This is an optimization exercise on Yosys and OpenROAD, whose aim is small area and a short achievable clock period, not a production implementation. Only simulation tests tie the RTL to the original design; equivalence was not proved.

==> design/flow/design.v <==
`timescale 1ns / 1ps
module binary_lif_neuron #(
    parameter POTENTIAL_WIDTH = 16,  
    parameter FRACTION_BITS = 8      
) (
    input wire clk,
    input wire reset,
    input wire I,                    
    input wire [FRACTION_BITS-1:0] lambda_val_scaled,  
    input wire [POTENTIAL_WIDTH-1:0] theta_val_scaled,   
    input wire [POTENTIAL_WIDTH-1:0] reset_val_scaled,   
    output reg S                      
);
    reg [POTENTIAL_WIDTH-1:0] P;
    always @(posedge clk or posedge reset) begin
        if (reset) begin
            P <= 0;
            S <= 0;
        end else begin
            reg [POTENTIAL_WIDTH + FRACTION_BITS - 1:0] P_mul_result;
            reg [POTENTIAL_WIDTH-1:0] P_current_cycle_calc;  
            P_mul_result = P * lambda_val_scaled;
            P_current_cycle_calc = P_mul_result >>> FRACTION_BITS;
            P_current_cycle_calc = P_current_cycle_calc + (I ? (1 << FRACTION_BITS) : 0);
            if (P_current_cycle_calc >= theta_val_scaled) begin
                S <= 1;              
                P <= reset_val_scaled;  
            end else begin
                S <= 0;              
                P <= P_current_cycle_calc;  
            end
        end
    end
endmodule
==> design/flow/run.sh <==
#!/bin/bash
# synth_recipe.tcl (not shown) runs the flow's synth.tcl, then flattens the netlist and writes it again
# the make line also repeats each setting of config.mk as NAME=value (left out here)
make -C /OpenROAD-flow-scripts/flow DESIGN_CONFIG=/design/flow/config.mk WORK_HOME=/design/flow/orfs CLKGATE_MAP_FILE= SYNTH_SCRIPT=/design/flow/synth_recipe.tcl finish
==> design/flow/config.mk <==
export PLATFORM = sky130hd
export DESIGN_NAME = binary_lif_neuron
export DESIGN_NICKNAME = binary_lif_neuron
export VERILOG_FILES = /design/flow/design.v
export SDC_FILE = /design/flow/constraint.sdc
export NUM_CORES = 4
export LEC_CHECK = 0
export CAP_MARGIN = 20
export CORE_MARGIN = 2
export CORE_UTILIZATION = 40
export SLEW_MARGIN = 20
==> design/flow/constraint.sdc <==
create_clock -name core_clock -period 9.0 [get_ports {clk}]
set_input_delay 1.8000 -clock core_clock [delete_from_list [all_inputs] [get_ports {clk}]]
set_output_delay 1.8000 -clock core_clock [all_outputs]
set_load 0.01 [all_outputs]
==> notes.md <==
[stage by stage]
step	setup TNS, ns	util, %	instances	hold WS (ns)
2_1_floorplan	0	-	590	1.16
3_3_place_gp	-2.73	49.0	843	1.40
3_5_place_dp	-4.07	49.0	843	1.43
4_1_cts	0	49.6	847	1.45
5_1_grt	0	49.5	847	1.53
6_report	0	49.5	847	1.43
[synthesized netlist by cell type (all sizes together) (2+ instances only)]
library cell	instances
nor2	14
nor2b	2
nand2	58
dfrtp	17
inv	120
nand3	4
mux2	15
o22ai	2
a41o	2
clkbuf	12
and2	86
a21oi	21
o21ai	10
nor4	4
a211oi	3
buf	3
and3	2
a221oi	4
o21a	3
nand4	7
and4b	2
ha	59
xnor2	12
xor2	9
nor3	6
a21o	11
fa	83
[cell type report]
cell class | count | share of cell area (%)
clock inverter | 1 | 0.120
tap | 172 | 3.43
timing repair buffer | 97 | 13.2
inverter | 120 | 7.18
multi-input combinational | 437 | 68.1
clock buffer | 3 | 1.20
sequential | 17 | 6.78
[cells in the final DEF (no fill, tap or decap), drive strengths merged, types with 15 or more instances in the layout]
master and count:
a21oi 21, and2 86, buf 54, clkdlybuf4s50 35, dfrtp 17, fa 83, ha 59, inv 120
mux2 15, nand2 58
[layer usage]
layer	up-vias	routed length (um)	part of all wire (%)
li1	2031	-	-
met1	2037	6170	48
met2	76	6100	48
met3	10	399	3.1
met4	0	80	0.63
met5	-	0	0
[worst max-delay path, delay by kind of cell]
family	cells	cell delay, ns
adders and majority gates	8	2.97
and+or+nand+nor	5	0.73
buffers and inverters	5	0.55
muxes	2	0.62
AOI/OAI and AO/OA	10	1.73
xor gates and xnor gates	2	0.28
[worst max-delay path by stage]
stage,slack [ns],from,cells after the start,endpoint
floorplan,0.35,lambda_val_scaled[7],31,P[10]
global placement,-0.27,lambda_val_scaled[5],32,P[15]
detailed placement,-0.37,lambda_val_scaled[4],33,P[15]
CTS,0.13,lambda_val_scaled[4],33,P[15]
global route,0.03,lambda_val_scaled[7],32,P[11]
finish,0.43,lambda_val_scaled[4],32,P[11]
[registers in the layout, summed over array words and instances (netlist names)]
signal and flops:
P 16, S 1
[repair_timing]
action	4_1_cts	5_1_grt
resized for setup	7	15
setup endpoints to repair	12	15
pin swaps	0	1
[cells by family (layout without fill, tap and decap cells)]
kind of cell             Yosys count  count (layout)  share of synthesized area, %
AO/OA/AOI/OAI                     65              65                          8.65
flip-flops                        17              17                          8.15
buffers and inverters            136             221                          10.2
adder cells (fa/ha/maj)          142             142                          46.0
multiplexers                      16              16                          3.57
AND/OR/NAND/NOR                  193             193                          20.0
XOR/XNOR                          21              21                          3.52
==> impl_results.md <==
* Status: no timing/DRC/antenna violations
* Synth Flop Type: dfrtp_1
* Met3 usage at 1.30%
* RSZ-0062 raised after global routing: false
* Fin worst setup slack at 0.432 ns
* Cts hold-fix bufs at 0
* H-tree levels at 1
* CTS tree: yes
* R2r startpoint: P[1]
* Inserted Clock Buffers at 3
* Area of the multi-input gates at 4270 sq um
* Slowest stage cell on the critical path: fa_1
* Vias in the first global route at 4650
* Die area at 14000 sq um
* Fin nets at 861
* Fraction of layout cells with a size suffix above 1 at 13.3%
* Die width at 118 um
* Initial drt markers at 148
* Placed instance area at 6210 sq um
* GRT overflow at 0
* CP Class: in2reg
* Max_slew headroom at 54.2%
* Syn nets at 775
* Worst reg-to-reg setup slack at 1.60 ns
* Area leader, netlist: fa_1
* Hold path startpoint: P[15]
* Reg2Reg Capture Point: P[11]
* Worst skew pair latency at 0.25 ns
* Setup-failing EPs final at 0
* DR pass1 iterations at 4
* Ports at 44
* Critical path's largest stage delay at 0.56 ns
* DR WL/cell at 15.1 um
* DR DRC count at 0
* Crit path time final at 8.57 ns
* DIE HEIGHT at 118 um
* PortBufs at 43
* Slew Limit Fails at 0
* Pin count of the biggest net entering global routing at 18
* CP Capture Type: flip-flop
* Vias at 4154
* Met2 usage at 33.0%
* Initial antenna violation count at 0
* WP data arrival at 8.70 ns
* Cell Rows at 41
* Reg2reg path depth at 31
* Post-synthesis register bit count at 17
* GRT Util Overall at 19.6%
* Dpl ws at -0.371 ns
* Post-synth EDFFs at 0
* Worst clock skew at 0.00169 ns
* Hold Vio Cnt, Final at 0
* Ranking of synthesized cells by area: fa_1, ha_1, and2_1
* Final worst-path cycle share at 95.2%
* CTS Root Cell: clkbuf_16
* # diodes at 0
* Hold depth at 7
* Mapped Area at 5220 sq um
* Vias per inst at 4.90
* Req. time, crit path at 9.13 ns
* Syn avg cell area at 8.85 sq um
* Placer Congestion at 0.882
* Hpwl dp at 11200 um
* FF+latch area at 425 sq um
* Max FO, Critical Path at 10
* Yosys warns at 1
* CP Launch Type: primary input
* First-pass GRT wire length at 22500 um
* GRT met1 Usage at 28.3%
* WL final at 12700 um
* CORE AREA at 12700 sq um
* Max-Cap Viols at 0
* Worst Hold End: P[15]
* Yosys top cell area share at 31.8%
* Initial core utilization at 41.2%
* Design area at 6270 sq um
* Cells after Synth at 590
* Ys async rst share at 100%
* Fmax at 117 MHz
* Routed Antenna Nets at 0
* Post-synthesis sequential area ratio at 8.15%
* Hold crit path type: reg2reg
* Count of cell types in the netlist at 56
* Slew @ Worst Pin at 0.687 ns
* Clock transition at path regs at 0.05 ns
* Fillers at 1284
* Postcts setup bufs at 0
* Num Clock Sinks at 17
* Deepest clock path buffer count at 2
* Gr busiest metal: met2
* Area Overhead vs Synth at 20.1%

[what the ideal ports hide]
Ports are ideal in the flow. The routed layout listed here was re-timed in OpenROAD. Step 1 (the two cells are an assumption about what drives the block):
set clk [get_ports {clk}]
set_driving_cell -lib_cell sky130_fd_sc_hd__clkbuf_16 $clk
set_driving_cell -lib_cell sky130_fd_sc_hd__buf_2 [delete_from_list [all_inputs] $clk]
Step 2 moves the port delays by t, midway between the first and last clock arrival at a register: inputs arrive t later, outputs are due t later. That takes back most of the time a late clock gives input paths. Slacks: ideal ports / drivers / drivers and shift; pairs: ideal ports / drivers.
t, ns: 0.275
setup WS [ns]: 0.432 / 0.433 / 0.158
worst hold slack (ns): 1.430 / 1.430 / 1.430
After both steps setup and hold are still met in this run. The setup slack of this run moves by +0.001 ns with the drivers and by -0.274 ns with both steps.
